Background: an optimization exercise with open tools, aiming at small area. Do not read the settings as production practice. At most, simulation tests tie the RTL to the original design; equivalence was not proved. No functional check of the RTL was part of run 2. No driver is modelled on the clock port, so clocking that relies on it looks cheaper here than on a real chip. Power figures rest on the tool's default switching activity, not on a simulated workload.

## flow/design.v

```verilog
`timescale 1ns / 1ps
module hexto7segment (
    input  [3:0] x,
    output reg [6:0] r
);
    always @(*) begin
        case (x)
            4'd0:  r = 7'b1000000;
            4'd1:  r = 7'b1111001;
            4'd2:  r = 7'b0100100;
            4'd3:  r = 7'b0110000;
            4'd4:  r = 7'b0011001;
            4'd5:  r = 7'b0010010;
            4'd6:  r = 7'b0000010;
            4'd7:  r = 7'b1111000;
            4'd8:  r = 7'b0000000;
            4'd9:  r = 7'b0010000;
            4'd10: r = 7'b0100100;
            4'd11: r = 7'b0110000;
            4'd12: r = 7'b0011001;
            4'd13: r = 7'b0010010;
            4'd14: r = 7'b0000010;
            default: r = 7'b1111000;
        endcase
    end
endmodule
`timescale 1ns / 1ps
module button_debouncer (
    input  clk,
    input  reset,
    input  in,
    output reg state
);
    localparam [7:0] POL = 8'b1010_1010;
    reg  [7:0] r;                        
    wire [7:0] c = r ^ POL;              
    wire diff = in ^ state;
    wire term = (c & 8'hF5) == 8'h00;
    wire run  = ~reset & diff & ~term;
    wire [7:0] nc = run ? {c[6:0], c[2] ^ c[7]} : 8'h04;
    always @(posedge clk) begin
        r <= nc ^ POL;
        if (reset)
            state <= 1'b0;
        else if (diff && term)
            state <= in;
    end
endmodule
`timescale 1ns / 1ps
module parking_meter_top(
    input clk,
    input reset,
    input buttonU, buttonL, buttonR, buttonD,
    input switch0, switch1,
    output [3:0] an,
    output [6:0] sseg
);
    wire dU, dL, dR, dD, dS0, dS1;
    button_debouncer db0 (.clk(clk), .reset(reset), .in(buttonU), .state(dU));
    button_debouncer db1 (.clk(clk), .reset(reset), .in(buttonL), .state(dL));
    button_debouncer db2 (.clk(clk), .reset(reset), .in(buttonR), .state(dR));
    button_debouncer db3 (.clk(clk), .reset(reset), .in(buttonD), .state(dD));
    button_debouncer db4 (.clk(clk), .reset(reset), .in(switch0), .state(dS0));
    button_debouncer db5 (.clk(clk), .reset(reset), .in(switch1), .state(dS1));
    reg [8:0] A;
    reg [4:0] B;
    wire b24 = B[4] & B[3];                     
    wire b23 = B[4] & B[2] & B[1] & B[0];       
    wire tick    = (A == 9'd8) & b24;                        
    wire fast_ev = (A[7:0] == 8'd7) & b23;                   
    wire go      = (A == 9'd82) & b23;                       
    wire stop    = (A[5:0] == 6'd15);
    wire rot     = (A[3:0] == 4'd15);
    wire [1:0] sel = A[5:4];
    always @(posedge clk) begin
        if (reset) begin
            A <= 9'd8;
            B <= 5'd24;
        end else begin
            A <= A + 1'b1;
            B <= b24 ? 5'd0 : B + 1'b1;
        end
    end
    reg [15:0] R;
    wire [3:0] r0 = R[3:0], r1 = R[7:4], r2 = R[11:8], r3 = R[15:12];
    wire zero = ~|R;
    wire       nz  = dU | dL | dR | dD;
    wire [1:0] idx = dD ? 2'd3 : dR ? 2'd2 : dL ? 2'd1 : 2'd0;
    reg  [1:0] prev_idx;
    reg        prev_nz;
    reg        pend;
    localparam M_ZERO = 3'd0, M_9999 = 3'd1, M_0010 = 3'd2, M_0180 = 3'd3,
               M_0200 = 3'd4, M_0550 = 3'd5, M_0205 = 3'd6;
    reg  [3:0] op;
    reg        carry;
    reg        active;
    wire n9_3 = r3[3] & r3[0];
    wire n9_2 = r2[3] & r2[0];
    wire n9_1 = r1[3] & r1[0];
    reg  sat;
    always @(*) begin
        case (prev_idx)
            2'd0: sat = n9_3 & n9_2 & n9_1;                                    
            2'd1: sat = n9_3 & (n9_2 | (r2[3] & (r1[3] | r1[2] | r1[1])));     
            2'd2: sat = n9_3 & r2[3];                                          
            default: sat = n9_3 & (r2[3] | (r2[2] & (r2[1] | r2[0])) |
                                   (r2 == 4'd4 & (r1[3] | (r1[2] & (r1[1] | r1[0])))));  
        endcase
    end
    reg [3:0] op_next;
    always @(*) begin
        if (dS1)        op_next = {1'b1, M_0205};
        else if (dS0)   op_next = {1'b1, M_0010};
        else if (pend)  op_next = sat ? {1'b1, M_9999} : {1'b0, 3'd2 + {1'b0, prev_idx}};
        else if (zero)  op_next = {1'b0, M_ZERO};
        else            op_next = {1'b0, M_9999};
    end
    always @(posedge clk) begin
        if (reset)
            pend <= 1'b0;
        else if (tick)
            pend <= nz & (~prev_nz | (idx != prev_idx));
        if (tick) begin
            prev_nz  <= nz;
            prev_idx <= idx;
            op       <= op_next;
        end
    end
    wire       cout;
    wire [3:0] sumd;
    digit_alu alu (.op(op), .sel(sel), .x_in(r0), .carry(carry), .cout(cout), .sumd(sumd));
    wire [3:0] dig  = active ? sumd : r0;
    always @(posedge clk) begin
        if (reset) begin
            R <= 16'h0000;
        end else if (rot) begin
            R <= {dig, R[15:4]};
        end
        if (reset)
            active <= 1'b0;
        else if (go)
            active <= 1'b1;
        else if (stop)
            active <= 1'b0;
        if (tick)
            carry <= ~dS1 & ~dS0 & ~pend & (r0 != 4'd0);
        else if (rot & active)
            carry <= cout;
    end
    reg flash_slow, flash_fast;
    always @(posedge clk) begin
        if (reset)
            flash_slow <= 1'b0;
        else if (tick)
            flash_slow <= (r3 == 0 && r2 < 2 && !zero) ? ~flash_slow : 1'b0;
        if (reset)
            flash_fast <= 1'b0;
        else if (fast_ev)
            flash_fast <= zero ? ~flash_fast : 1'b0;
    end
    wire [6:0] seg;
    hexto7segment dec (.x(dig), .r(seg));
    assign sseg = (flash_fast | flash_slow) ? 7'b1111111 : seg;
    assign an   = ~(4'b0001 << sel);
endmodule
module digit_alu (
    input  [3:0] op,
    input  [1:0] sel,
    input  [3:0] x_in,
    input        carry,
    output       cout,
    output [3:0] sumd
);
    localparam M_ZERO = 3'd0, M_9999 = 3'd1, M_0010 = 3'd2, M_0180 = 3'd3,
               M_0200 = 3'd4, M_0550 = 3'd5, M_0205 = 3'd6;
    reg [3:0] a;
    always @(*) begin
        case (op[2:0])
            M_9999: a = 4'd9;
            M_0010: a = (sel == 2'd1) ? 4'd1 : 4'd0;
            M_0180: a = (sel == 2'd1) ? 4'd8 : (sel == 2'd2) ? 4'd1 : 4'd0;
            M_0200: a = (sel == 2'd2) ? 4'd2 : 4'd0;
            M_0550: a = (sel == 2'd1 || sel == 2'd2) ? 4'd5 : 4'd0;
            M_0205: a = (sel == 2'd0) ? 4'd5 : (sel == 2'd2) ? 4'd2 : 4'd0;
            default: a = 4'd0;
        endcase
    end
    wire [3:0] x    = op[3] ? 4'd0 : x_in;
    wire       cin  = carry & (sel != 2'd0);
    wire c1 = (x[0] & a[0]) | (cin & (x[0] ^ a[0]));
    wire s0 = x[0] ^ a[0] ^ cin;
    wire c2 = (x[1] & a[1]) | (c1 & (x[1] ^ a[1]));
    wire s1 = x[1] ^ a[1] ^ c1;
    wire c3 = (x[2] & a[2]) | (c2 & (x[2] ^ a[2]));
    wire s2 = x[2] ^ a[2] ^ c2;
    wire s4 = (x[3] & a[3]) | (c3 & (x[3] ^ a[3]));
    wire s3 = x[3] ^ a[3] ^ c3;
    assign cout = s4 | (s3 & (s2 | s1));
    assign sumd = cout ? {s3 ^ (s2 | s1), ~(s2 ^ s1), ~s1, s0} : {s3, s2, s1, s0};
endmodule
```

## flow/flow/run.sh

```bash
#!/bin/bash
# Layout: the standard flow (standard synthesis unchanged), with two changes:
#  - port buffers are the smallest buffer, sky130_fd_sc_hd__buf_1;
#  - clock tree synthesis uses clkbuf_8 and inserts no dummy loads.
# The output of each run goes to a log file here; ORFS keeps per-step logs in orfs/logs/.
set -euo pipefail
export BUFFER_PORTS_ARGS="-buffer_cell sky130_fd_sc_hd__buf_1"
export CTS_ARGS="-sink_clustering_enable -repair_clock_nets -dont_use_dummy_load -sink_clustering_size 30 -buf_list sky130_fd_sc_hd__clkbuf_8"
bash standard.sh synth > synth.log 2>&1
bash standard.sh > layout.log 2>&1
```

## flow/standard.sh

```bash
#!/bin/bash
# synth_recipe.tcl (not shown) runs the flow's synth.tcl, then flattens the netlist and writes it again
# the make line also repeats each setting of config.mk as NAME=value (left out here)
make -C /OpenROAD-flow-scripts/flow DESIGN_CONFIG=/design/flow/config.mk WORK_HOME=/design/flow/orfs CLKGATE_MAP_FILE= SYNTH_SCRIPT=/design/flow/synth_recipe.tcl "${@:-finish}"
```

## flow/config.mk

```make
export PLATFORM = sky130hd
export DESIGN_NAME = parking_meter_top
export DESIGN_NICKNAME = parking_meter_top
export VERILOG_FILES = /design/flow/design.v
export SDC_FILE = /design/flow/constraint.sdc
export NUM_CORES = 4
export LEC_CHECK = 0
export CAP_MARGIN = 20
export CORE_MARGIN = 2
export CORE_UTILIZATION = 60
export SLEW_MARGIN = 20
```

## flow/constraint.sdc

```tcl
create_clock -name core_clock -period 10.0 [get_ports {clk}]
set_input_delay 2.0000 -clock core_clock [delete_from_list [all_inputs] [get_ports {clk}]]
set_output_delay 2.0000 -clock core_clock [all_outputs]
set_load 0.01 [all_outputs]
```

==> impl_results.md, run 1 <==
* Crit path DAT at approximately 4.9 ns
* RSZ-0062 raised after global routing: no
* Initial core utilization at 62.98%
* Post-Syn Instances at about 440
* Die height at ~86 µm
* Period utilisation layout at between 60% and 70%
* Skew final at between 0.02 and 0.025 ns
* First-pass GRT wire length at between 10 and 15 mm
* Vias at roughly 2.9k
* Largest net degree at the start of global routing at 47
* N_diodes at 0
* Critical Path RT at 8.00 ns
* Worst path cell trace: inv_1 -> ha_1 -> nand3b_1 -> o21ai_0 -> and2_1 -> nor2_1 -> fa_1 -> fa_1 -> inv_1 -> fa_1 -> inv_1 -> fa_1 -> inv_1 -> ha_1 -> nor2b_1 -> xnor2_1 -> a21o_1 -> inv_2 -> ha_1 -> nor4_1 -> a31oi_1 -> buf_1
* Iteration-0 DRC Markers at 170
* Status: no timing/DRC/antenna violations
* Share of layout cells above drive strength 1 at approximately 2.8%
* Placement row count at 29
* Area Growth Syn to Fin at 6.279%
* Most common cell after layout, fill and taps aside: dfxtp_1
* Avg Inst Size Synth at a little over 9 µm²
* Setup-failing EPs final at 0
* Most used flip-flop cell after synthesis: dfxtp_1
* Worst Hold Launch: db4.r[1]$_DFF_P_
* Detail Route Antenna Nets at 0
* Most frequent cells in the layout: 88 x dfxtp_1, 83 x nand2_1, 38 x nor2_1
* CP Class: flop to output port
* Synthesized area at between 4000 and 5000 µm²
* Post-Layout Cell Count at 534
* Antenna violations before repair at 0
* CP Capture Type: output port
* CTS root buf: clkbuf_8
* Cell area power density at approximately 150 nW/µm²
* Crit path max fanout at 6
* GR Overflow Total at 0
* Leak Pwr at 0.001687 µW
* Cell variety after synth at 45
* Clk sink count at between 90 and 100
* Top delay family on crit path: adder cells
* Crit path from: A[5]$_SDFF_PP0_
* Sequential fraction of the synthesis area at between 40% and 50%
* Number of fill cells at 539
* CTS tree: built
* Slew headroom at between 40% and 50%
* Avg WL per Cell at about 13 µm
* Clk buf depth at 2
* GRT Total Usage at a little over a fifth
* Gp weighted congestion at just under 0.8
* Clock latency on the worst-skew pair at about 0.35 ns
* Element type at the critical path start: flop
* Number of synthesized flops with an enable pin at 8
* Drc violations at 0
* H-tree lvl count at 3
* Inserted Clock Buffers at 9
* Post-synth ARST share at 0%
* Slew @ Worst Pin at about 0.89 ns
* PostCTS Resize Cnt at 0
* DIE AREA at about 7400 µm²
* Hold Vio Cnt, Final at 0
* # port buffers at 18
* Max Fclk at about 0.15 GHz
* Vias per cell at 5.401
* Total Wirelength at 6.925 mm
* Hold_buf cts at 0
* Worst VDD drop at 0.0001149 V
* Placed Instances at about 530
* Boundary pin count at 19
* Crit path max-delay cell type: fa_1
* Hold slack at 0.3420 ns
* Postcts setup bufs at 0
* Worst flop-to-flop path startpoint: A[5]$_SDFF_PP0_
* Pre-Repair DR Iteration Count at 4
* Crit path buffers/inverters at 6
* Final Slew Violations at 0
* Width of the die at between 80 and 90 µm
* DP HPWL at between 5 and 6 mm
* CP peak stage delay at between 0.5 and 0.6 ns
* Count of yosys warnings during synthesis at 4
* Vias in the first global route at 2,829
* Post-synth net total at between 400 and 500
* Max Cap Viol at 0
* FF+latch count, synth at 96
* Worst Hold Class: flop to flop
* Layout net count at just under 500
* CORE AREA at between 6000 and 7000 µm²
* Clk pin slew, worst setup/hold paths at around 0.090 ns
* Setup TNS at 0 ns
* Fin crit period at approximately 7 ns
==> path summary, 6_finish.rpt <==
path	slack, ns	to	cells after the start
setup / recovery	3.14	sseg[5]	22
hold / removal	0.34	db4.r[2]$_SDFF_PN1_	1
setup reg to reg	5.90	R[13]$_SDFFE_PP0P_	20
hold reg to reg	0.34	db4.r[2]$_SDFF_PN1_	1
==> synthesized netlist by cell type (all sizes together) (3+ instances only) <==
cell	count	area share, %
nor2	38	3.5
nor3	3	0.37
a31oi	3	0.46
nand3	11	1.4
nor4	5	0.77
a21oi	24	3.0
or4	3	0.56
xor2	13	2.8
fa	4	2.0
xnor2	10	2.2
edfxtp	8	5.9
dfxtp	88	44
o21ai	8	0.99
inv	23	2.1
clkbuf	8	0.74
and2	3	0.46
ha	20	6.2
nand4	4	0.62
nor2b	17	2.6
nand2	83	7.7
and3	6	0.93
nand3b	7	1.3
a21o	3	0.56
nor4b	6	1.3
o211ai	5	0.93
nand2b	11	1.7
mux2i	6	1.5
==> registers in the layout (all words and copies together) (netlist names), 2 cells and up <==
name      flops
db1.r         8
db5.r         8
db3.r         8
op            4
prev_idx      2
R            16
db2.r         8
A             9
db0.r         8
db4.r         8
B             5
==> per-layer routing <==
| metal | up-vias | track usage (%) | share of wire [%] | wire length, µm |
|---|---|---|---|---|
| met3 | 8 | 5.101 | 2.9 | 202 |
| met2 | 41 | 34.32 | 45 | 3140 |
| met5 | - | 0 | 0 | 0 |
| li1 | 1507 | - | - | - |
| met1 | 1328 | 27.61 | 50 | 3494 |
| met4 | 0 | 6.926 | 1.3 | 89 |
==> metrics by stage <==
| step | worst slack [ns] | instance area, µm² | util (%) | power [µW] |
|---|---|---|---|---|
| after floorplan | 3.992 | 4045 | - | 463.4 |
| after global placement | 3.770 | 4175 | 65.01 | 474.5 |
| after detailed placement | 3.524 | 4175 | 65.01 | 476.0 |
| after CTS | 3.135 | 4299 | 66.94 | 666.1 |
| after global routing | 2.813 | 4299 | 66.94 | 691.0 |
| final | 3.135 | 4299 | 66.94 | 658.2 |
==> cell type report <==
class	count	area [µm²]	share of cell area [%]
sequential	96	2002	46.57
clock buffer	9	123.9	2.881
multi-input combinational	311	1922	44.70
timing repair buffer	18	68.82	1.601
inverter	23	86.33	2.008
tap	77	96.34	2.241
==> kinds of logic after synthesis <==
family	after synthesis	share of synthesized area, %
AO/OA/AOI/OAI	54	8.321
XOR/XNOR	23	4.980
adder cells (fa/ha/maj)	24	8.166
buffers and inverters	32	3.000
flip-flops	96	49.49
multiplexers	6	1.485
AND/OR/NAND/NOR	204	24.56
==> power breakdown <==
group	switching [µW]	leakage, µW	total, µW	internal [µW]
registers	12.3	0.000793	417	405
logic	27.1	0.000829	49.6	22.5
clock network	111	0.0000647	191	80.8
==> run 2, diff against run 1 <==
--- a/flow/design.v
+++ b/flow/design.v
@@ -128,8 +128,9 @@
     end
     wire       cout;
     wire [3:0] sumd;
-    digit_alu alu (.op(op), .sel(sel), .x_in(r0), .carry(carry), .cout(cout), .sumd(sumd));
-    wire [3:0] dig  = active ? sumd : r0;
+    wire [3:0] dig;
+    digit_alu alu (.op(op & {4{active}}), .sel(sel), .x_in(r0), .carry(carry & active),
+                   .cout(cout), .sumd(dig));
     always @(posedge clk) begin
         if (reset) begin
             R <= 16'h0000;
--- a/flow/flow/run.sh
+++ b/flow/flow/run.sh
@@ -5,6 +5,6 @@
 # The output of each run goes to a log file here; ORFS keeps per-step logs in orfs/logs/.
 set -euo pipefail
 export BUFFER_PORTS_ARGS="-buffer_cell sky130_fd_sc_hd__buf_1"
-export CTS_ARGS="-sink_clustering_enable -repair_clock_nets -dont_use_dummy_load -sink_clustering_size 30 -buf_list sky130_fd_sc_hd__clkbuf_8"
+export CTS_ARGS="-sink_clustering_enable -repair_clock_nets -dont_use_dummy_load -sink_clustering_size 60 -sink_clustering_max_diameter 300 -buf_list sky130_fd_sc_hd__clkbuf_16"
 bash standard.sh synth > synth.log 2>&1
 bash standard.sh > layout.log 2>&1
==> impl_results.md, run 2 <==
* Finished Cell Area at about 4400 µm²
* Layout net count at between 400 and 500
* Placement Cell Area at ~4100 µm²
* Final Slew Violations at 0
* Biggest regs: R: 16 flops, A: 9 flops
* Number of synthesized flops with an enable pin at 8
* N_diodes at 0
* Placement row count at 29
* Crit path max fanout at 6
* DIE AREA at around 7400 µm²
* # port buffers at 18
* Sequential fraction of the synthesis area at about half
* Gp weighted congestion at between 0.8 and 0.9
* PostCTS Resize Cnt at 0
* Postcts setup bufs at 0
* Setup-failing EPs final at 0
* RSZ-0062 raised after global routing: no
* Cell variety after synth at 50
* Post-synth net total at 463
* Die height at 85.83 µm
* Inserted Clock Buffers at 9
* First-pass GRT wire length at around 12 mm
* Most common cell after layout, fill and taps aside: nand2_1
* Commonest cells in the synthesized netlist: 89 x nand2_1, 88 x dfxtp_1, 38 x nor2_1
* Detail Route Antenna Nets at 0
* Avg WL per Cell at ~13 µm
* Initial core utilization at around 63%
* Synth area leader: dfxtp_1
* Worst Hold Class: flop to flop
* Cell area power density at 171.4 nW/µm²
* Post-Syn Instances at approximately 430
* Area Growth Syn to Fin at 8.595%
* Max Cap Viol at 0
* CP peak stage delay at 0.47 ns
* Avg Inst Size Synth at around 9.3 µm²
* Slew headroom at 45.01%
* Drc violations at 0
* Clk buf depth at 2
* Count of yosys warnings during synthesis at 4
* CTS root buf: clkbuf_16
* Vias in the first global route at 2,657
* Worst path cell trace: inv_1 -> ha_1 -> nand3b_1 -> a21oi_1 -> a21oi_1 -> fa_1 -> fa_1 -> inv_1 -> fa_1 -> inv_1 -> fa_1 -> inv_1 -> ha_1 -> nor2b_1 -> xnor2_1 -> inv_1 -> ha_1 -> a21boi_0 -> o31ai_1 -> buf_1
* CP dominant cell by count: inv_1
* GRT met3 Usage at approximately 4.7%
* Vias per cell at ~5.4
* Top post-synthesis cells by area: dfxtp_1 44%, nand2_1 8.3%, ha_1 6.2%
* GR peak layer: met2
* CORE AREA at roughly 6400 µm²
* Met2 Use GR at about 33%
* GRT Total Usage at roughly 21%
* CP Capture Type: output port
* Clk pin slew, worst setup/hold paths at roughly 0.06 ns
* Hold slack at around 0.37 ns
* Crit path DAT at 4.95 ns
* Reg with most FFs: R
* Slew @ Worst Pin at between 0.8 and 0.9 ns
* CP Class: flop to output port
* Max reg flops at 16
* Hold Vio Cnt, Final at 0
* Finished Core Util at between 60% and 70%
* Most frequent cells in the layout: 89 x nand2_1, 88 x dfxtp_1, 38 x nor2_1
* Met1 GRT Util at between 20% and 30%
* Boundary pin count at 19
* Hold_buf cts at 0
* Crit path max-delay cell type: fa_1
* DP HPWL at about 5.0 mm
* Leak Pwr at between 0.0015 and 0.002 µW
* Antenna violations before repair at 0
* Element type at the critical path start: flop
* GR Overflow Total at 0
* Width of the die at around 86 µm
* Area share of the largest cell type after synthesis at 43.85%
* Setup TNS at 0 ns
* CTS tree: built
* Status: no timing/DRC/antenna violations
* Number of fill cells at roughly 530
* Critical Path RT at ~8.0 ns
* Most used flip-flop cell after synthesis: dfxtp_1
* Post-synth ARST share at 0%
* Vias at about 2.8k
* H-tree lvl count at 3
* Share of layout cells above drive strength 1 at under 10%
* Max Fclk at about 0.14 GHz
* Clock latency on the worst-skew pair at 0.33 ns
* Worst VDD drop at approximately 0.00013 V
* Cell with the most instances after synthesis: nand2_1
* Largest net degree at the start of global routing at 39
* FF+latch count, synth at 96
* Clk sink count at 96
* Skew final at ~0.011 ns
* Period utilisation layout at between 60% and 70%
* Fin crit period at just under 7 ns
* Pre-Repair DR Iteration Count at 19
* Total Wirelength at around 7.0 mm
* Iteration-0 DRC Markers at roughly 130
* Synthesized area at between 4000 and 5000 µm²
## run 2: cell count changes after synthesis, moves of 3 or more
cell      delta
a21o_1       -3
a211oi_1     +3
and3_1       -4
or4_1        -3
nand2_1      +6
o31ai_1      +3
nand2b_1    -10
xnor2_1      -4
mux2_2       +3
o211ai_1     -3
## run 2: layout make-up
cell class	instances	area (µm²)	share of cell area, %
Multi-Input combinational cell	301	1882	43.13
Clock buffer	9	225.2	5.162
Timing Repair Buffer	19	75.07	1.721
Tap cell	77	96.34	2.208
Inverter	22	82.58	1.893
Sequential cell	96	2002	45.88
## run 2: report_power, final
group | internal, µW | switching, µW | total (µW)
Sequential | 406 | 12.5 | 418
Combinational | 21.0 | 27.0 | 48.0
Clock | 158 | 123 | 281
Total | 585 | 162 | 748
## run 2: kinds of logic (layout without fill, tap and decap cells)
kind of cell,count (synthesis),count (layout),synth area share [%]
AO/OA/AOI/OAI,49,49,7.319
buffers and inverters,34,50,3.332
flip-flops,96,96,49.83
AND/OR/NAND/NOR,197,197,23.95
adder cells (fa/ha/maj),24,24,8.222
multiplexers,12,12,3.208
XOR/XNOR,19,19,4.142
## run 2: worst paths after layout
path	start	endpoint	slack [ns]	cells past startpoint
min	db3.r[1]$_DFF_P_	db3.r[2]$_SDFF_PN1_	0.37	1
max reg2reg	A[4]$_SDFF_PP0_	R[14]$_SDFFE_PP0P_	5.83	16
max	A[4]$_SDFF_PP0_	sseg[6]	3.05	20
min reg2reg	db3.r[1]$_DFF_P_	db3.r[2]$_SDFF_PN1_	0.37	1
## run 2: worst max-delay path: cells and delay by family, from the launching register on
family / cells / cell delay (ns)
xor+xnor: 1 / 0.31
buf+inv: 6 / 0.64
simple gates: 2 / 0.47
flops: 1 / 0.41
fa+ha+maj: 7 / 2.11
compound gates: 4 / 0.68
## run 2: layer usage
| metal | share of wire, % | vias to the layer above | routed length (µm) |
|---|---|---|---|
| li1 | - | 1468 | - |
| met3 | 2.9 | 7 | 200 |
| met2 | 46 | 34 | 3204 |
| met4 | 1.3 | 0 | 90 |
| met5 | 0 | - | 0 |
| met1 | 50 | 1310 | 3456 |
## run 2: stage by stage
step           cells  worst slack, ns  total power, µW
4_1_cts          524            3.037            754.7
5_1_grt          524            2.644            780.6
6_report         524            3.049            747.6
3_3_place_gp     515            3.598            473.6
2_1_floorplan    431            3.935            461.9
3_5_place_dp     515            3.407            474.6
==> run 3, diff against run 2 <==
--- a/flow/design.v
+++ b/flow/design.v
@@ -128,9 +128,8 @@
     end
     wire       cout;
     wire [3:0] sumd;
-    wire [3:0] dig;
-    digit_alu alu (.op(op & {4{active}}), .sel(sel), .x_in(r0), .carry(carry & active),
-                   .cout(cout), .sumd(dig));
+    digit_alu alu (.op(op), .sel(sel), .x_in(r0), .carry(carry), .cout(cout), .sumd(sumd));
+    wire [3:0] dig  = active ? sumd : r0;
     always @(posedge clk) begin
         if (reset) begin
             R <= 16'h0000;
==> flow/run.sh (new file) <==
#!/bin/bash
# synth_recipe.tcl (not shown) runs the flow's synth.tcl, then flattens the netlist and writes it again
# the make line also repeats each setting of config.mk as NAME=value (left out here)
make -C /OpenROAD-flow-scripts/flow DESIGN_CONFIG=/design/flow/config.mk WORK_HOME=/design/flow/orfs CLKGATE_MAP_FILE= SYNTH_SCRIPT=/design/flow/synth_recipe.tcl finish
--- a/flow/config.mk
+++ b/flow/config.mk
@@ -8,4 +8,6 @@
 export CAP_MARGIN = 20
 export CORE_MARGIN = 2
 export CORE_UTILIZATION = 60
+export CTS_BUF_LIST = sky130_fd_sc_hd__clkbuf_8
+export CTS_CLUSTER_SIZE = 30
 export SLEW_MARGIN = 20
removed: flow/flow/run.sh
removed: flow/standard.sh
==> impl_results.md, run 3 <==
* Status: no timing/DRC/antenna violations
* RSZ-0062 raised after global routing: no
* Postcts setup bufs at 0
* Pre-Repair DR Iteration Count at 4
* Max reg flops at 16
* Top post-synthesis cells by area: dfxtp_1 44%, nand2_1 7.7%, ha_1 6.2%
* Area Growth Syn to Fin at 11.51%
* Worst-case reg-to-reg path depth at 20
* Top delay family on crit path: adder cells
* Number of synthesized flops with an enable pin at 8
* Width of the die at approximately 86 µm
* Placement row count at 29
* Initial core utilization at a little over three fifths
* PostCTS Resize Cnt at 0
* Critical Path RT at about 8 ns
* N_diodes at 0
* Clk sink count at 96
* CORE AREA at around 6400 µm²
* Cell area power density at about 160 nW/µm²
* Commonest cells in the synthesized netlist: 88 x dfxtp_1, 83 x nand2_1, 38 x nor2_1
* Finished Core Util at 70.23%
* Leak Pwr at 0.001787 µW
* Max Cap Viol at 0
* Layout net count at between 400 and 500
* Max Fclk at 0.1400 GHz
* Finished Cell Area at 4511 µm²
* Period utilisation layout at between 70% and 80%
* Post-synth net total at 471
* Crit path max-delay cell type: clkdlybuf4s50_1
* Sequential fraction of the synthesis area at 49.49%
* DIE AREA at between 7000 and 8000 µm²
* Count of yosys warnings during synthesis at 4
* Area share of the largest cell type after synthesis at roughly 44%
* H-tree lvl count at 3
* Setup-failing EPs final at 0
* Placement Cell Area at 4294 µm²
* Slew headroom at 51.68%
* Worst flop-to-flop path startpoint: A[4]$_SDFF_PP0_
* Synthesized area at just over 4000 µm²
* Hold_buf cts at 0
* Avg WL per Cell at 12.91 µm
* Clk buf depth at 2
* CTS tree: built
* Crit path max fanout at 5
* Largest net degree at the start of global routing at 47
* Hold Vio Cnt, Final at 0
* Clk pin slew, worst setup/hold paths at 0.09 ns
* Fin crit period at ~7 ns
* DP HPWL at between 5 and 6 mm
* Share of layout cells above drive strength 1 at under 10%
* Multi-input logic area at a little under 2000 µm²
* Setup TNS at 0 ns
* Clock latency on the worst-skew pair at ~0.35 ns
* Cell with the most instances after synthesis: dfxtp_1
* GRT Total Usage at between 20% and 30%
* Worst Hold Launch: db3.r[1]$_DFF_P_
* Post-Syn Instances at around 440
* Hold slack at between 0.3 and 0.4 ns
* Total Wirelength at about 7 mm
* Inserted Clock Buffers at 9
* Most used flip-flop cell after synthesis: dfxtp_1
* CP Class: flop to output port
* Drc violations at 0
* Detail Route Antenna Nets at 0
* Biggest regs: R: 16 flops, A: 9 flops
* First-pass GRT wire length at 12.48 mm
* Setup WS pre-CTS at 3.258 ns
* Reg with most FFs: R
* Boundary pin count at 19
* RR Endpoint: R[13]$_SDFFE_PP0P_
* Synth area leader: dfxtp_1
* CP peak stage delay at about 0.56 ns
* Final Slew Violations at 0
* Antenna violations before repair at 0
* CP Capture Type: output port
* # port buffers at 18
* Number of fill cells at 499
* Gp weighted congestion at 0.8119
* Post-synth ARST share at 0%
* Worst VDD drop at around 0.00015 V
* Worst Hold Path Cells at 1
* Die height at ~86 µm
* Hold endpoint: db3.r[2]$_SDFF_PN1_
* Element type at the critical path start: flop
* Worst path cell trace: inv_1 -> ha_1 -> nand3b_1 -> o21ai_0 -> and2_1 -> nor2_1 -> fa_1 -> fa_1 -> inv_1 -> fa_1 -> inv_1 -> fa_1 -> inv_1 -> ha_1 -> nor2b_1 -> xnor2_1 -> a21o_1 -> inv_2 -> ha_1 -> o211ai_1 -> clkdlybuf4s50_1
* Slew @ Worst Pin at 0.7248 ns
* Vias at a little under 3k
* GR Overflow Total at 0
* Skew final at between 0.01 and 0.015 ns
* Crit path DAT at 5.14 ns
* FF+latch count, synth at 96
* Cell variety after synth at 45
* Vias in the first global route at around 2.8k
* Avg Inst Size Synth at slightly above 9 µm²
* Final worst slack at roughly 2.9 ns
* Crit path buffers/inverters at 6
* Reg area at around 2000 µm²
* Worst Hold Class: flop to flop
* Most frequent cells in the layout: 88 x dfxtp_1, 83 x nand2_1, 38 x nor2_1
* Vias per cell at between 5 and 6
* Iteration-0 DRC Markers at approximately 160
* R2R Setup Slk at between 5 and 6 ns
* Most common cell after layout, fill and taps aside: dfxtp_1
* CTS root buf: clkbuf_8
-- run 3: changes by cell type in the layout (fill, tap and decap cells not counted), moves of 4 or more --
cell             previous run  this run
xnor2_1                     6        10
nand2b_1                    1        11
buf_1                      18         0
clkbuf_8                    0         9
clkbuf_16                   9         0
nand2_1                    89        83
clkdlybuf4s50_1             0        18
and3_1                      2         6
-- run 3: how the worst max path moves through the flow --
stage | startpoint | endpoint | slack [ns] | cells past startpoint
final | A[4]$_SDFF_PP0_ | sseg[3] | 2.86 | 21
after floorplan | A[5]$_SDFF_PP0_ | sseg[3] | 3.99 | 20
after global placement | A[4]$_SDFF_PP0_ | sseg[3] | 3.38 | 21
after detailed placement | A[4]$_SDFF_PP0_ | sseg[3] | 3.26 | 21
after CTS | A[4]$_SDFF_PP0_ | sseg[3] | 2.85 | 21
after global routing | A[4]$_SDFF_PP0_ | sseg[5] | 2.43 | 22
-- run 3: final cells by class --
cell class | instances | area share [%]
clock inverters | 7 | 2.053
well taps | 77 | 2.136
clock buffers | 9 | 2.746
repair buffers | 19 | 4.161
flip-flops and latches | 96 | 44.38
inverters | 23 | 1.914
multi-input cells | 311 | 42.61
-- run 3: through the flow --
stage                     total power, µW  std cells
after global routing                775.8        542
after CTS                           747.6        542
final                               741.7        542
after global placement              476.6        526
after floorplan                     463.4        439
after detailed placement            478.4        526
-- run 3: per-layer routing --
layer / track usage, % / vias up / wire (µm)
met5: 0 / - / 0
met4: 7.937 / 0 / 118
met3: 3.176 / 12 / 148
met2: 33.83 / 28 / 3197
met1: 28.40 / 1334 / 3531
li1: - / 1523 / -
-- run 3: cells by family after synthesis --
group	Yosys count	synth area share [%]
and+or+nand+nor	204	24.56
DFF	96	49.49
AOI/OAI and AO/OA	54	8.321
buffers and inverters	32	3.000
adders and majority gates	24	8.166
xor gates and xnor gates	23	4.980
muxes	6	1.485
-- run 3: worst register-to-register path, stage by stage (launching register included) --
cell      delay [ns]
dfxtp_1         0.43
inv_1           0.12
ha_1            0.29
nand3b_1        0.06
o21ai_0         0.06
and2_1          0.19
nor2_1          0.08
fa_1            0.41
fa_1            0.37
inv_1           0.08
fa_1            0.16
inv_1           0.05
fa_1            0.51
inv_1           0.05
ha_1            0.22
nor2b_1         0.23
xnor2_1         0.15
a21o_1          0.23
inv_2           0.08
nand2_1         0.06
a21oi_1         0.07
-- run 3: where the power goes --
group | internal (µW) | switching [µW]
logic | 24.6 | 27.5
clock network | 142 | 131
registers | 405 | 12.2
==> run 4, diff against run 3 <==
--- a/flow/design.v
+++ b/flow/design.v
@@ -64,21 +64,22 @@
     button_debouncer db5 (.clk(clk), .reset(reset), .in(switch1), .state(dS1));
     reg [8:0] A;
     reg [4:0] B;
-    wire b24 = B[4] & B[3];                     
-    wire b23 = B[4] & B[2] & B[1] & B[0];       
-    wire tick    = (A == 9'd8) & b24;                        
-    wire fast_ev = (A[7:0] == 8'd7) & b23;                   
-    wire go      = (A == 9'd82) & b23;                       
+    wire bz  = ~B[0] &  B[1] & ~B[2] & ~B[3];    
+    wire bm1 =  B[0] & ~B[1] & ~B[3] & ~B[4];    
+    wire bfb = B[4] ? ~B[2] : (B[2] | (B[0] & B[3]));
+    wire tick    = (A == 9'd8) & bz;                         
+    wire fast_ev = (A[7:0] == 8'd7) & bm1;                   
+    wire go      = (A == 9'd82) & bm1;                       
     wire stop    = (A[5:0] == 6'd15);
     wire rot     = (A[3:0] == 4'd15);
     wire [1:0] sel = A[5:4];
     always @(posedge clk) begin
         if (reset) begin
             A <= 9'd8;
-            B <= 5'd24;
+            B <= 5'b00010;
         end else begin
             A <= A + 1'b1;
-            B <= b24 ? 5'd0 : B + 1'b1;
+            B <= {B[3:0], bfb};
         end
     end
     reg [15:0] R;
@@ -128,8 +129,9 @@
     end
     wire       cout;
     wire [3:0] sumd;
-    digit_alu alu (.op(op), .sel(sel), .x_in(r0), .carry(carry), .cout(cout), .sumd(sumd));
-    wire [3:0] dig  = active ? sumd : r0;
+    wire [3:0] dig;
+    digit_alu alu (.op(op & {4{active}}), .sel(sel), .x_in(r0), .carry(carry & active),
+                   .cout(cout), .sumd(dig));
     always @(posedge clk) begin
         if (reset) begin
             R <= 16'h0000;
==> flow/flow/run.sh (new file) <==
#!/bin/bash
# Layout: the standard flow (standard synthesis unchanged), with two changes:
#  - port buffers are the smallest buffer, sky130_fd_sc_hd__buf_1;
#  - clock tree synthesis uses clkbuf_8 and inserts no dummy loads.
# The output of each run goes to a log file here; ORFS keeps per-step logs in orfs/logs/.
set -euo pipefail
export BUFFER_PORTS_ARGS="-buffer_cell sky130_fd_sc_hd__buf_1"
export CTS_ARGS="-sink_clustering_enable -repair_clock_nets -dont_use_dummy_load -sink_clustering_size 30 -buf_list sky130_fd_sc_hd__clkbuf_8"
bash standard.sh synth > synth.log 2>&1
bash standard.sh > layout.log 2>&1
==> flow/standard.sh (new file) <==
#!/bin/bash
# synth_recipe.tcl (not shown) runs the flow's synth.tcl, then flattens the netlist and writes it again
# the make line also repeats each setting of config.mk as NAME=value (left out here)
make -C /OpenROAD-flow-scripts/flow DESIGN_CONFIG=/design/flow/config.mk WORK_HOME=/design/flow/orfs CLKGATE_MAP_FILE= SYNTH_SCRIPT=/design/flow/synth_recipe.tcl "${@:-finish}"
--- a/flow/config.mk
+++ b/flow/config.mk
@@ -8,6 +8,4 @@
 export CAP_MARGIN = 20
 export CORE_MARGIN = 2
 export CORE_UTILIZATION = 60
-export CTS_BUF_LIST = sky130_fd_sc_hd__clkbuf_8
-export CTS_CLUSTER_SIZE = 30
 export SLEW_MARGIN = 20
removed: flow/run.sh
==> impl_results.md, run 4 <==
* Status: no timing/DRC/antenna violations
* Hold Vio Cnt, Final at 0
* Int Power at around 500 µW
* FF+latch count, synth at 96
* # port buffers at 18
* Inserted Clock Buffers at 9
* Cell area power density at approximately 150 nW/µm²
* Share of layout cells above drive strength 1 at approximately 5.0%
* N_diodes at 0
* RSZ-0062 raised after global routing: no
* Count of yosys warnings during synthesis at 4
* CP dominant cell by count: inv_1
* Antenna violations before repair at 0
* Seq pwr share at 63.6%
* Vias per cell at around 5.5
* Detail Route Antenna Nets at 0
* Biggest regs: R: 16 flops, A: 9 flops
* CP Class: flop to output port
* Cell variety after synth at 48
* Leak Pwr at 0.001687 µW
* Period utilisation layout at between 60% and 70%
* Reg with most FFs: R
* Number of synthesized flops with an enable pin at 8
* Area Growth Syn to Fin at 6.464%
* Top delay family on crit path: adder cells
* Largest net degree at the start of global routing at 44
* Layout net count at between 400 and 500
* CP Capture Type: output port
* Postcts setup bufs at 0
* Hold endpoint: db5.r[2]$_SDFF_PN1_
* Worst Hold Class: flop to flop
* Element type at the critical path start: flop
* CTS root buf: clkbuf_8
* R2R Setup Slk at roughly 5.9 ns
* Worst-case reg-to-reg path depth at 18
* Setup TNS at 0 ns
* Max Cap Viol at 0
* Area share of the largest cell type after synthesis at 44.18%
* Pre-Repair DR Iteration Count at 4
* Critical Path RT at around 8.0 ns
* Max reg flops at 16
* Clk network pwr share at ~30%
* Net Switching at between 100 and 150 µW
* Die height at 85.52 µm
* Post-synth ARST share at 0%
* Finished Cell Area at around 4200 µm²
* CTS tree: built
* Hold_buf cts at 0
* Commonest cells in the synthesized netlist: 88 x dfxtp_1, 85 x nand2_1, 28 x nor2_1
* Post-Syn Instances at 420
* Avg WL per Cell at 13.42 µm
* Fin crit period at just under 7 ns
* Top post-synthesis cells by area: dfxtp_1 44%, nand2_1 8.0%, edfxtp_1 6.0%
* Clk pin slew, worst setup/hold paths at 0.08 ns
* Cell with the most instances after synthesis: dfxtp_1
* Synthesized area at 3988 µm²
* Boundary pin count at 19
* CP peak stage delay at approximately 0.43 ns
* Clk sink count at between 90 and 100
* Initial core utilization at between 60% and 70%
* Worst path cell trace: inv_1 -> ha_1 -> nand3b_1 -> a21o_1 -> a21boi_0 -> fa_1 -> inv_1 -> fa_1 -> inv_1 -> fa_1 -> inv_1 -> fa_1 -> ha_1 -> nor2_1 -> xnor2_1 -> inv_1 -> ha_1 -> nor4_1 -> a31oi_1 -> buf_1
* Crit path max-delay cell type: dfxtp_1
* Slew @ Worst Pin at around 0.78 ns
* Worst Hold Path Cells at 1
* First-pass GRT wire length at between 10 and 15 mm
* PostCTS Resize Cnt at 0
* Clock latency on the worst-skew pair at approximately 0.35 ns
* Crit path max fanout at 7
* Skew final at roughly 0.017 ns
* Crit path buffers/inverters at 6
* Gp weighted congestion at roughly 0.85
* Post-synth net total at around 450
* Iteration-0 DRC Markers at around 190
* Slew headroom at roughly 48%
* Sequential fraction of the synthesis area at roughly 50%
* Crit path DAT at approximately 5.0 ns
* Most used flip-flop cell after synthesis: dfxtp_1
* CORE AREA at approximately 6400 µm²
* Vias at about 2.8k
* Vias in the first global route at between 2k and 3k
* Final Slew Violations at 0
* Total Wirelength at 6.909 mm
* Avg Inst Size Synth at approximately 9.5 µm²
* DP HPWL at 4.916 mm
* Drc violations at 0
* Max Fclk at 0.1439 GHz
* Placement Cell Area at around 4100 µm²
* GRT Total Usage at roughly a fifth
* Setup-failing EPs final at 0
* DIE AREA at roughly 7300 µm²
* Worst Hold Launch: db5.r[1]$_DFF_P_
* RR Endpoint: R[13]$_SDFFE_PP0P_
* Synth area leader: dfxtp_1
* Most common cell after layout, fill and taps aside: dfxtp_1
* Placement row count at 29
* Most frequent cells in the layout: 88 x dfxtp_1, 85 x nand2_1, 28 x nor2_1
* Worst flop-to-flop path startpoint: A[5]$_SDFF_PP0_
* GR Overflow Total at 0
* Gate power share at under 10%
* Width of the die at between 80 and 90 µm
* Clk buf depth at 2
* H-tree lvl count at 3
* Sw frac at a little under a quarter
* Worst VDD drop at ~0.00013 V
==> run 4: cell families after synthesis <==
group,synth area share [%]
compound gates,7.343
buf+inv,2.855
flops,50.20
mux,3.357
fa+ha+maj,7.970
simple gates,24.32
xor+xnor,3.954
==> run 4: layer usage <==
metal | track usage, % | vias to the layer above | wire length [µm]
met4 | 8.514 | 0 | 92
met5 | 0 | - | 0
met1 | 28.10 | 1327 | 3470
met2 | 33.59 | 33 | 3159
met3 | 3.850 | 9 | 186
li1 | - | 1454 | -
==> run 4: through the flow <==
stage                     hold slack [ns]  std cells  power [µW]  setup WS [ns]  utilization (%)
final                              0.3685        515       652.7          3.049            66.48
after global routing               0.3789        515       683.1          2.666            66.48
after CTS                          0.3703        515       660.0          2.999            66.48
after detailed placement           0.3539        506       469.0          3.417            64.54
after global placement             0.3473        506       468.2          3.705            64.54
after floorplan                    0.3434        420       457.2          3.897                -
==> run 4: layout make-up <==
class / instances / area (µm²)
clock buffers: 9 / 123.9
inverters: 20 / 75.07
repair buffers: 19 / 76.32
multi-input cells: 294 / 1872
flip-flops and latches: 96 / 2002
well taps: 77 / 96.34
fillers: 530 / 2141
==> run 4: how the worst max path moves through the flow <==
stage	start	to	slack [ns]	cells past startpoint
3_3_place_gp	A[4]$_SDFF_PP0_	sseg[4]	3.70	20
3_5_place_dp	A[5]$_SDFF_PP0_	sseg[5]	3.42	20
4_1_cts	A[5]$_SDFF_PP0_	sseg[5]	3.00	20
2_1_floorplan	A[4]$_SDFF_PP0_	sseg[3]	3.90	18
6_report	A[5]$_SDFF_PP0_	sseg[5]	3.05	20
5_1_grt	A[5]$_SDFF_PP0_	sseg[5]	2.67	20
==> run 4: power groups by stage <==
stage	Clock, µW	Combinational, µW	Sequential [µW]
3_5_place_dp	0	44.6	424
2_1_floorplan	0	36.4	421
4_1_cts	199	45.1	415
6_report	193	44.7	415
5_1_grt	213	51.8	418
3_3_place_gp	0	44.1	424
==> run 5, diff against run 4 <==
--- a/flow/design.v
+++ b/flow/design.v
@@ -1,28 +1,15 @@
 `timescale 1ns / 1ps
 module hexto7segment (
     input  [3:0] x,
-    output reg [6:0] r
+    output [6:0] r
 );
-    always @(*) begin
-        case (x)
-            4'd0:  r = 7'b1000000;
-            4'd1:  r = 7'b1111001;
-            4'd2:  r = 7'b0100100;
-            4'd3:  r = 7'b0110000;
-            4'd4:  r = 7'b0011001;
-            4'd5:  r = 7'b0010010;
-            4'd6:  r = 7'b0000010;
-            4'd7:  r = 7'b1111000;
-            4'd8:  r = 7'b0000000;
-            4'd9:  r = 7'b0010000;
-            4'd10: r = 7'b0100100;
-            4'd11: r = 7'b0110000;
-            4'd12: r = 7'b0011001;
-            4'd13: r = 7'b0010010;
-            4'd14: r = 7'b0000010;
-            default: r = 7'b1111000;
-        endcase
-    end
+    assign r[0] = (~x[0] & ~x[1] & x[2]) | (x[0] & ~x[1] & ~x[2] & ~x[3]);
+    assign r[1] = (~x[0] & x[1] & x[2]) | (x[0] & ~x[1] & x[2]);
+    assign r[2] = ~x[0] & x[1] & ~x[2];
+    assign r[3] = (~x[0] & ~x[1] & x[2]) | (x[0] & ~x[1] & ~x[2] & ~x[3]) | (x[0] & x[1] & x[2]);
+    assign r[4] = x[0] | (~x[1] & x[2]);
+    assign r[5] = (x[0] & x[1]) | (x[0] & ~x[2] & ~x[3]) | (x[1] & ~x[2]);
+    assign r[6] = (x[0] & x[1] & x[2]) | (~x[1] & ~x[2] & ~x[3]);
 endmodule
 `timescale 1ns / 1ps
 module button_debouncer (
==> impl_results.md, run 5 <==
* Worst path cell trace: inv_1 -> ha_1 -> nand3b_1 -> a21oi_1 -> nor2_1 -> fa_1 -> fa_1 -> inv_1 -> fa_1 -> inv_1 -> fa_1 -> inv_1 -> ha_1 -> nor2b_1 -> mux2_2 -> o21a_1 -> o21ai_0 -> buf_1
* Vias at ~2.8k
* CORE AREA at ~6300 µm²
* Inserted Clock Buffers at 9
* Crit path DAT at just under 5 ns
* Gp weighted congestion at approximately 0.78
* Drc violations at 0
* Skew final at 0.02677 ns
* Area share of the largest cell type after synthesis at 44.74%
* Post-Syn Instances at 420
* Leak Pwr at approximately 0.0016 µW
* Die height at 85.01 µm
* Slew @ Worst Pin at around 0.9 ns
* CP peak stage delay at 0.52 ns
* Most common cell after layout, fill and taps aside: dfxtp_1
* Clk buf depth at 2
* Count of yosys warnings during synthesis at 3
* Setup TNS at 0 ns
* Crit path buffers/inverters at 5
* CTS tree: built
* RR Endpoint: R[14]$_SDFFE_PP0P_
* Detail Route Antenna Nets at 0
* Vias in the first global route at around 2.6k
* R2R Setup Slk at 5.61 ns
* Area Growth Syn to Fin at 5.688%
* Worst flop-to-flop path startpoint: A[4]$_SDFF_PP0_
* Most frequent cells in the layout: 88 x dfxtp_1, 80 x nand2_1, 30 x nor2_1
* CP Capture Type: output port
* Worst Hold Path Cells at 1
* Element type at the critical path start: flop
* N_diodes at 0
* Biggest regs: R: 16 flops, A: 9 flops
* Post-synth net total at ~450
* Initial core utilization at roughly 62%
* Critical Path RT at approximately 8.0 ns
* Post-synth ARST share at 0%
* Avg WL per Cell at between 10 and 15 µm
* Iteration-0 DRC Markers at 104
* Commonest cells in the synthesized netlist: 88 x dfxtp_1, 80 x nand2_1, 30 x nor2_1
* Hold_buf cts at 0
* Placement row count at 29
* GRT Total Usage at between 10% and 20%
* Crit path max-delay cell type: fa_1
* Hold endpoint: db3.r[2]$_SDFF_PN1_
* Largest net degree at the start of global routing at 46
* Cell area power density at 156.6 nW/µm²
* Top post-synthesis cells by area: dfxtp_1 45%, nand2_1 7.6%, edfxtp_1 6.1%
* RSZ-0062 raised after global routing: no
* FF+latch count, synth at between 90 and 100
* Clk sink count at 96
* Final Slew Violations at 0
* Boundary pin count at 19
* Synthesized area at slightly below 4000 µm²
* Worst Hold Class: flop to flop
* CTS root buf: clkbuf_8
* Fin crit period at a little under 7 ns
* Postcts setup bufs at 0
* CP Class: flop to output port
* Max Fclk at 0.1455 GHz
* Status: no timing/DRC/antenna violations
* Max Cap Viol at 0
* Reg with most FFs: R
* Pre-Repair DR Iteration Count at 4
* Worst Hold Launch: db3.r[1]$_DFF_P_
* Vias per cell at between 5 and 6
* DP HPWL at 4.881 mm
* Width of the die at 85.01 µm
* Period utilisation layout at between 60% and 70%
* Avg Inst Size Synth at ~9.4 µm²
* Sequential fraction of the synthesis area at 50.84%
* Cell with the most instances after synthesis: dfxtp_1
* Most used flip-flop cell after synthesis: dfxtp_1
* Worst-case reg-to-reg path depth at 16
* First-pass GRT wire length at around 12 mm
* Number of synthesized flops with an enable pin at 8
* Slew headroom at approximately two fifths
* DIE AREA at approximately 7200 µm²
* Clock latency on the worst-skew pair at 0.35 ns
* H-tree lvl count at 3
* Worst VDD drop at 0.0001120 V
* Setup-failing EPs final at 0
* Synth area leader: dfxtp_1
* Hold slack at around 0.37 ns
* Share of layout cells above drive strength 1 at 4.378%
* PostCTS Resize Cnt at 0
* Layout net count at between 400 and 500
* Antenna violations before repair at 0
* GR Overflow Total at 0
* Top delay family on crit path: adder cells
* Crit path max fanout at 8
* Hold Vio Cnt, Final at 0
* Total Wirelength at roughly 6.8 mm
* Clk pin slew, worst setup/hold paths at around 0.09 ns
* Cell variety after synth at 44
* # port buffers at 18
* Max reg flops at 16
run 5: cell count changes after synthesis, moves of 4 or more:
cell / before / now
nand2_1: 85 / 80
o21ai_0: 8 / 13
ha_1: 19 / 13
nor4_1: 2 / 6
run 5: stage by stage:
step	util, %	setup WS [ns]	cells	instance area, µm²	total power (µW)
after floorplan	-	3.930	420	3938	458.6
after global placement	63.59	3.704	502	4038	468.3
after detailed placement	63.59	3.507	502	4038	469.7
after CTS	65.54	3.123	511	4161	656.2
after global routing	65.54	2.676	511	4161	679.6
final	65.54	3.126	511	4161	651.8
run 5: layout make-up:
| cell class | instances | area (µm²) |
|---|---|---|
| clock buffer | 9 | 123.9 |
| fill | 537 | 2188 |
| inverter | 18 | 67.56 |
| multi-input combinational | 293 | 1803 |
| sequential | 96 | 2002 |
| tap | 77 | 96.34 |
| timing repair buffer | 18 | 68.82 |
run 5: worst max path at each step:
| stage | start | cells after the start | endpoint | slack [ns] |
|---|---|---|---|---|
| 2_1_floorplan | A[4]$_SDFF_PP0_ | 18 | sseg[0] | 3.93 |
| 3_3_place_gp | A[4]$_SDFF_PP0_ | 18 | sseg[0] | 3.70 |
| 3_5_place_dp | A[5]$_SDFF_PP0_ | 18 | sseg[6] | 3.51 |
| 4_1_cts | A[4]$_SDFF_PP0_ | 18 | sseg[5] | 3.12 |
| 5_1_grt | A[5]$_SDFF_PP0_ | 18 | sseg[5] | 2.68 |
| 6_report | A[4]$_SDFF_PP0_ | 18 | sseg[6] | 3.13 |
run 5: cells by family after synthesis:
kind of cell / count (synthesis) / synth area share [%]
compound gates: 54 / 8.294
xor+xnor: 21 / 4.671
buf+inv: 31 / 3.368
flops: 96 / 50.84
simple gates: 193 / 24.60
fa+ha+maj: 17 / 6.165
mux: 8 / 2.066
run 5: layer usage:
layer	vias up	wire length, µm	GRT usage, %
met5	-	0	0
met4	0	84	6.926
met3	8	245	4.377
met2	55	3055	31.04
met1	1313	3402	27.39
li1	1436	-	-
run 5: power breakdown:
part | switching [µW] | internal (µW)
clock | 110 | 80.8
sequential | 11.9 | 404
combinational | 24.2 | 20.4
total | 146 | 506
==> run 6, diff against run 5 <==
--- a/flow/design.v
+++ b/flow/design.v
@@ -57,8 +57,7 @@
     wire tick    = (A == 9'd8) & bz;                         
     wire fast_ev = (A[7:0] == 8'd7) & bm1;                   
     wire go      = (A == 9'd82) & bm1;                       
-    wire stop    = (A[5:0] == 6'd15);
-    wire rot     = (A[3:0] == 4'd15);
+    wire stop    = (A[2:0] == 3'd5);                         
     wire [1:0] sel = A[5:4];
     always @(posedge clk) begin
         if (reset) begin
@@ -70,7 +69,8 @@
         end
     end
     reg [15:0] R;
-    wire [3:0] r0 = R[3:0], r1 = R[7:4], r2 = R[11:8], r3 = R[15:12];
+    wire [1:0] p = A[1:0] - 2'd1;
+    wire [3:0] r0 = R[7:4], r1 = R[11:8], r2 = R[15:12], r3 = R[3:0];    
     wire zero = ~|R;
     wire       nz  = dU | dL | dR | dD;
     wire [1:0] idx = dD ? 2'd3 : dR ? 2'd2 : dL ? 2'd1 : 2'd0;
@@ -115,15 +115,15 @@
         end
     end
     wire       cout;
-    wire [3:0] sumd;
-    wire [3:0] dig;
-    digit_alu alu (.op(op & {4{active}}), .sel(sel), .x_in(r0), .carry(carry & active),
-                   .cout(cout), .sumd(dig));
+    wire [3:0] alu_out;
+    wire       upd = go | active;
+    digit_alu alu (.op(op & {4{upd}}), .sel(p), .x_in(R[3:0]), .carry(carry & upd),
+                   .cout(cout), .sumd(alu_out));
     always @(posedge clk) begin
         if (reset) begin
             R <= 16'h0000;
-        end else if (rot) begin
-            R <= {dig, R[15:4]};
+        end else begin
+            R <= {alu_out, R[15:4]};
         end
         if (reset)
             active <= 1'b0;
@@ -133,7 +133,7 @@
             active <= 1'b0;
         if (tick)
             carry <= ~dS1 & ~dS0 & ~pend & (r0 != 4'd0);
-        else if (rot & active)
+        else if (upd)
             carry <= cout;
     end
     reg flash_slow, flash_fast;
@@ -148,6 +148,16 @@
             flash_fast <= zero ? ~flash_fast : 1'b0;
     end
     wire [6:0] seg;
+    wire [1:0] j = sel - p;
+    reg  [3:0] dig;
+    always @(*) begin
+        case (j)
+            2'd0: dig = R[3:0];
+            2'd1: dig = R[7:4];
+            2'd2: dig = R[11:8];
+            default: dig = R[15:12];
+        endcase
+    end
     hexto7segment dec (.x(dig), .r(seg));
     assign sseg = (flash_fast | flash_slow) ? 7'b1111111 : seg;
     assign an   = ~(4'b0001 << sel);
==> impl_results.md, run 6 <==
* Placement row count at 29
* PostCTS Resize Cnt at 0
* Clk buf depth at 2
* First-pass GRT wire length at roughly 12 mm
* Finished Core Util at 66.15%
* CP endpoint: sseg[3]
* Worst-case reg-to-reg path depth at 14
* Hold slack at about 0.37 ns
* R2R Setup Slk at 5.79 ns
* Post-synth ARST share at 0%
* GR Overflow Total at 0
* Inserted Clock Buffers at 9
* Number of synthesized flops with an enable pin at 8
* Clk pin slew, worst setup/hold paths at roughly 0.080 ns
* Int Power at 511.5 µW
* Most common cell after layout, fill and taps aside: dfxtp_1
* Post-Syn Instances at 389
* Slew headroom at around two fifths
* CTS tree: built
* Commonest cells in the synthesized netlist: 88 x dfxtp_1, 50 x nand2_1, 35 x nor2_1
* Top post-synthesis cells by area: dfxtp_1 45%, edfxtp_1 6.1%, nor2b_1 5.0%
* Largest net degree at the start of global routing at 48
* Post-synth net total at 414
* Max Fclk at between 0.2 and 0.25 GHz
* Cell with the most instances after synthesis: dfxtp_1
* Worst Hold Class: flop to flop
* Biggest regs: R: 16 flops, A: 9 flops
* DP HPWL at approximately 4.8 mm
* Vias per cell at between 5 and 6
* Avg Inst Size Synth at a little over 10 µm²
* Gp weighted congestion at about 0.85
* Hold_buf cts at 0
* N_diodes at 0
* GRT Total Usage at roughly a fifth
* Iteration-0 DRC Markers at between 150 and 200
* Final Slew Violations at 0
* # port buffers at 18
* DIE AREA at 7185 µm²
* Postcts setup bufs at 0
* Initial core utilization at between 60% and 70%
* Synth area leader: dfxtp_1
* Fin crit period at between 4 and 5 ns
* RR Endpoint: R[14]$_SDFF_PP0_
* Synthesized area at just under 4000 µm²
* Crit path max fanout at 8
* Drc violations at 0
* Die height at around 85 µm
* Setup-failing EPs final at 0
* Detail Route Antenna Nets at 0
* Setup TNS at 0 ns
* Most frequent cells in the layout: 88 x dfxtp_1, 50 x nand2_1, 35 x nor2_1
* Leak Pwr at 0.001621 µW
* CTS root buf: clkbuf_8
* Period utilisation layout at a little under 50%
* Max reg flops at 16
* Critical Path RT at roughly 8.0 ns
* CP Capture Type: output port
* Crit path DAT at 2.96 ns
* Worst flop-to-flop path startpoint: B[1]$_SDFF_PP1_
* Worst VDD drop at approximately 0.00011 V
* Element type at the critical path start: flop
* Vias at 2,639
* Area share of the largest cell type after synthesis at 45.01%
* Sequential fraction of the synthesis area at around half
* CORE AREA at about 6300 µm²
* Layout net count at between 400 and 500
* Max Cap Viol at 0
* Gate power share at approximately 8.4%
* Clock latency on the worst-skew pair at 0.36 ns
* Avg WL per Cell at about 13 µm
* CP Class: flop to output port
* Count of yosys warnings during synthesis at 3
* Net Switching at 152.7 µW
* Status: no timing/DRC/antenna violations
* Cell variety after synth at 48
* FF+latch count, synth at 96
* Sw frac at a little under a quarter
* Vias in the first global route at 2,601
* H-tree lvl count at 3
* Clk sink count at between 90 and 100
* Crit path from: A[0]$_SDFF_PP0_
* Slew @ Worst Pin at 0.8937 ns
* Placed Instances at about 480
* Clk network pwr share at 29.0%
* Width of the die at between 80 and 90 µm
* Worst Hold Launch: db5.r[1]$_DFF_P_
* Reg with most FFs: R
* Skew final at ~0.023 ns
* Most used flip-flop cell after synthesis: dfxtp_1
* Post-Layout Cell Count at roughly 490
* Cell area power density at around 160 nW/µm²
* Total power at approximately 660 µW
* RSZ-0062 raised after global routing: no
* Antenna violations before repair at 0
* Seq pwr share at between 60% and 70%
* Share of layout cells above drive strength 1 at 6.341%
* Area Growth Syn to Fin at 6.714%
* Pre-Repair DR Iteration Count at 4
* Total Wirelength at roughly 6.6 mm
* Hold Vio Cnt, Final at 0
* Boundary pin count at 19
* Number of fill cells at around 520
==> run 6: final cells by class <==
| cell class | count | area, µm² | area share [%] |
|---|---|---|---|
| Tap cell | 77 | 96.34 | 2.307 |
| Clock buffer | 9 | 123.9 | 2.966 |
| Timing Repair Buffer | 19 | 76.32 | 1.827 |
| Sequential cell | 96 | 2002 | 47.93 |
| Multi-Input combinational cell | 271 | 1822 | 43.62 |
| Inverter | 15 | 56.30 | 1.348 |
==> run 6: cells by family (layout without fill, tap and decap cells) <==
| logic type | Yosys count | in the layout | synth area share [%] |
|---|---|---|---|
| flops | 96 | 96 | 51.15 |
| xor+xnor | 21 | 21 | 5.083 |
| simple gates | 180 | 180 | 24.49 |
| fa+ha+maj | 17 | 17 | 6.202 |
| mux | 15 | 15 | 4.827 |
| buf+inv | 22 | 43 | 2.302 |
| compound gates | 38 | 38 | 5.947 |
==> run 6: metrics by stage <==
step / area [µm²] / setup WS, ns
floorplan: 3914 / 5.617
global placement: 4053 / 5.453
detailed placement: 4053 / 5.386
CTS: 4177 / 4.999
global route: 4177 / 4.884
finish: 4177 / 5.041
==> run 6: worst min path at each step <==
| stage | endpoint | cells past startpoint |
|---|---|---|
| after global routing | db4.r[2]$_SDFF_PN1_ | 1 |
| after detailed placement | db5.r[2]$_SDFF_PN1_ | 1 |
| after CTS | db4.r[2]$_SDFF_PN1_ | 1 |
| after global placement | db3.r[2]$_SDFF_PN1_ | 1 |
| after floorplan | db0.r[2]$_SDFF_PN1_ | 1 |
| final | db5.r[2]$_SDFF_PN1_ | 1 |
==> run 6: power groups by stage <==
stage / combinational (µW) / clock, µW / sequential, µW
after floorplan: 45.8 / 0 / 421
after global placement: 54.9 / 0 / 424
after detailed placement: 55.9 / 0 / 425
after CTS: 56.5 / 201 / 416
after global routing: 63.4 / 211 / 418
final: 55.6 / 193 / 416
==> run 6: worst max-delay path, cell delays in order (launching register included) <==
cell and delay (ns):
dfxtp_1 0.45, inv_1 0.15, ha_1 0.34, xnor3_2 0.45, mux4_2 0.39, or3_1 0.41, and3_1 0.18, o21ai_2 0.10
buf_1 0.15
==> run 6: layer usage <==
| metal | global-route usage [%] | vias up | wire length [µm] |
|---|---|---|---|
| met2 | 33.43 | 36 | 3094 |
| met3 | 4.031 | 12 | 174 |
| met4 | 9.091 | 0 | 135 |
| met1 | 26.77 | 1234 | 3148 |
| li1 | - | 1357 | - |
| met5 | 0 | - | 0 |
==> run 7, diff against run 6 <==
==> flow/flow/run.sh (replaced) <==
#!/bin/bash
# Layout: the standard flow (standard synthesis unchanged), with these changes:
#  - port buffers are the smallest buffer, sky130_fd_sc_hd__buf_1;
#  - the clock tree is built by flow/clock_tree.tcl just before the CTS step
#    (which then adds nothing): 6 leaf clock buffers (clkbuf_8), one per group
#    of nearby clock sinks, driven by one root clock buffer (clkbuf_2).
# Each run's full output goes to a log file here; ORFS keeps per-step logs in orfs/logs/.
set -euo pipefail
here=$(pwd)
export BUFFER_PORTS_ARGS="-buffer_cell sky130_fd_sc_hd__buf_1"
export PRE_CTS_TCL="$here/flow/clock_tree.tcl"
export CLOCK_NX=3
export CLOCK_NY=2
export CLOCK_LEAF_BUFFER=sky130_fd_sc_hd__clkbuf_8
export CLOCK_ROOT_BUFFER=sky130_fd_sc_hd__clkbuf_2
export CTS_ARGS="-sink_clustering_enable -dont_use_dummy_load"
bash standard.sh synth > synth.log 2>&1
bash standard.sh > layout.log 2>&1
==> flow/flow/clock_tree.tcl (new file) <==
set block [ord::get_db_block]
set dbu [$block getDbUnitsPerMicron]
set nx $::env(CLOCK_NX)
set ny $::env(CLOCK_NY)
set sinks {}
foreach pin [get_pins -of_objects [get_nets clk]] {
  if {[get_property $pin direction] ne "input"} { continue }
  set loc [[sta::sta_to_db_inst [$pin instance]] getLocation]
  lappend sinks [list [lindex $loc 0] [lindex $loc 1] $pin]
}
set sinks [lsort -integer -index 0 $sinks]
set n [llength $sinks]
set groups {}
for {set c 0} {$c < $nx} {incr c} {
  set col [lsort -integer -index 1 [lrange $sinks [expr {$c * $n / $nx}] [expr {($c + 1) * $n / $nx - 1}]]]
  set m [llength $col]
  for {set r 0} {$r < $ny} {incr r} {
    lappend groups [lrange $col [expr {$r * $m / $ny}] [expr {($r + 1) * $m / $ny - 1}]]
  }
}
set nets [list clk]
set leaves {}
set i 0
set lx 0.0
set ly 0.0
foreach g $groups {
  if {[llength $g] == 0} { continue }
  set sx 0.0
  set sy 0.0
  set pins {}
  foreach s $g {
    set sx [expr {$sx + [lindex $s 0]}]
    set sy [expr {$sy + [lindex $s 1]}]
    lappend pins [lindex $s 2]
  }
  set cx [expr {$sx / [llength $g] / $dbu}]
  set cy [expr {$sy / [llength $g] / $dbu}]
  set lx [expr {$lx + $cx}]
  set ly [expr {$ly + $cy}]
  insert_buffer -buffer_cell $::env(CLOCK_LEAF_BUFFER) -net clk -load_pins $pins \
    -location [list $cx $cy] -buffer_name clkleaf$i -net_name clkleaf${i}_net
  puts "clock group $i: [llength $g] sinks, buffer at ($cx, $cy)"
  incr i
}
set_propagated_clock [all_clocks]
foreach pin [get_pins -of_objects [get_nets clk]] {
  if {[get_property $pin direction] eq "output"} { continue }
  lappend leaves $pin
  lappend nets [get_full_name [get_nets -of_objects [get_pins [get_full_name [$pin instance]]/X]]]
}
if {[info exists ::env(CLOCK_ROOT_BUFFER)] && $::env(CLOCK_ROOT_BUFFER) ne ""} {
  insert_buffer -buffer_cell $::env(CLOCK_ROOT_BUFFER) -net clk -load_pins $leaves \
    -location [list [expr {$lx / $i}] [expr {$ly / $i}]] -buffer_name clkroot -net_name clkroot_net
  foreach pin [get_pins -of_objects [get_nets clk]] {
    if {[get_property $pin direction] eq "output"} { continue }
    lappend nets [get_full_name [get_nets -of_objects [get_pins [get_full_name [$pin instance]]/X]]]
  }
}
puts "clock nets: $nets"
set_cts_config -skip_nets $nets
==> impl_results.md, run 7 <==
* CORE AREA at 6314 µm²
* # port buffers at 18
* N_diodes at 0
* Reg with most FFs: R
* GR Overflow Total at 0
* Number of synthesized flops with an enable pin at 8
* Commonest cells in the synthesized netlist: 88 x dfxtp_1, 50 x nand2_1, 35 x nor2_1
* Initial core utilization at between 60% and 70%
* Final Slew Violations at 0
* Period utilisation layout at roughly half
* Avg WL per Cell at 13.36 µm
* Clk pin slew, worst setup/hold paths at approximately 0.1 ns
* Final worst slack at just under 5 ns
* Area share of the largest cell type after synthesis at ~45%
* GRT Total Usage at a little under a fifth
* Sequential fraction of the synthesis area at around half
* RR Endpoint: R[14]$_SDFF_PP0_
* Status: no timing/DRC/antenna violations
* Cell variety after synth at 48
* PostCTS Resize Cnt at 0
* FF+latch count, synth at 96
* Crit path DAT at between 3 and 4 ns
* Antenna violations before repair at 0
* Most frequent cells in the layout: 88 x dfxtp_1, 50 x nand2_1, 35 x nor2_1
* Hold_buf cts at 0
* Gp weighted congestion at between 0.8 and 0.9
* Worst Hold Class: flop to flop
* Fin crit period at ~5 ns
* Cell with the most instances after synthesis: dfxtp_1
* Total Wirelength at 6.480 mm
* Vias at between 2k and 3k
* Hold endpoint: db5.r[2]$_SDFF_PN1_
* Worst Hold Launch: db5.r[1]$_DFF_P_
* Post-synth ARST share at 0%
* Max reg flops at 16
* Max Cap Viol at 0
* Most common cell after layout, fill and taps aside: dfxtp_1
* DP HPWL at about 4.8 mm
* Most used flip-flop cell after synthesis: dfxtp_1
* Worst flop-to-flop path startpoint: B[1]$_SDFF_PP1_
* R2R Setup Slk at 5.83 ns
* Largest net degree at the start of global routing at 48
* Clock latency on the worst-skew pair at ~0.50 ns
* Post-Syn Instances at about 390
* Critical Path RT at about 8 ns
* Post-synth net total at a little over 400
* Slew @ Worst Pin at about 0.91 ns
* Cell area power density at roughly 150 nW/µm²
* Boundary pin count at 19
* Area Growth Syn to Fin at 5.786%
* Pre-Repair DR Iteration Count at 4
* Vias per cell at between 5 and 6
* Synthesized area at 3914 µm²
* Worst-case reg-to-reg path depth at 14
* Crit path max-delay cell type: dfxtp_1
* Slew headroom at between 30% and 40%
* Worst Hold Path Cells at 1
* Detail Route Antenna Nets at 0
* First-pass GRT wire length at 11.74 mm
* Hold Vio Cnt, Final at 0
* CP Class: flop to output port
* Share of layout cells above drive strength 1 at approximately 5.9%
* Element type at the critical path start: flop
* Width of the die at approximately 85 µm
* Setup-failing EPs final at 0
* Synth area leader: dfxtp_1
* Placement row count at 29
* Worst path cell trace: inv_1 -> ha_1 -> xnor3_2 -> mux4_2 -> or3_1 -> and3_1 -> o21ai_2 -> buf_1
* Layout net count at ~440
* DIE AREA at a little over 7000 µm²
* Skew final at between 0.01 and 0.015 ns
[run 7: cell counts after synthesis]
No cell type changed its count.
[run 7: layout make-up, clock buffers not listed]
type,count,area [µm²]
fill,520,2173
sequential,96,2002
multi-input combinational,271,1822
tap,77,96.34
timing repair buffer,19,76.32
inverter,15,56.30
[run 7: layer usage]
layer	vias up	track usage [%]	routed length, µm
met5	-	0	0
met4	0	1.876	65
met3	5	1.868	226
met2	37	33.93	3073
met1	1219	26.27	3114
li1	1352	-	-
[run 7: worst max path at each step]
stage	endpoint	from	depth (start not counted)	slack, ns
2_1_floorplan	sseg[3]	A[0]$_SDFF_PP0_	7	5.62
3_3_place_gp	sseg[3]	A[0]$_SDFF_PP0_	8	5.45
3_5_place_dp	sseg[3]	A[0]$_SDFF_PP0_	8	5.39
4_1_cts	sseg[3]	A[0]$_SDFF_PP0_	8	4.81
5_1_grt	sseg[3]	A[0]$_SDFF_PP0_	8	4.70
6_report	sseg[3]	A[0]$_SDFF_PP0_	8	4.88
[run 7: critical path, delay by kind of cell, from the launching register on]
kind | cells | cell delay, ns
compound gates | 1 | 0.10
xor+xnor | 1 | 0.45
fa+ha+maj | 1 | 0.35
buf+inv | 2 | 0.30
flops | 1 | 0.46
mux | 1 | 0.39
simple gates | 2 | 0.59
[run 7: power by group]
part | internal [µW] | switching [µW] | leakage, µW | total, µW
clock | 55.7 | 109 | 0.0000473 | 164
sequential | 404 | 11.7 | 0.000793 | 416
combinational | 26.6 | 28.9 | 0.000764 | 55.6
[run 7: logic make-up after synthesis]
kind of cell	Yosys count	synth area share [%]
buffers and inverters	22	2.302
adders and majority gates	17	6.202
AOI/OAI and AO/OA	38	5.947
DFF	96	51.15
and+or+nand+nor	180	24.49
xor gates and xnor gates	21	5.083
muxes	15	4.827
[run 7: per-stage QoR]
stage          area (µm²)  total power (µW)  hold WS (ns)  cells  util (%)
2_1_floorplan        3914             466.7        0.3434    389         -
3_3_place_gp         4053             479.3        0.3442    478     64.19
3_5_place_dp         4053             480.4        0.3520    478     64.19
4_1_cts              4140             642.6        0.3701    485     65.58
5_1_grt              4140             663.1        0.3826    485     65.58
6_report             4140             635.6        0.3654    485     65.58
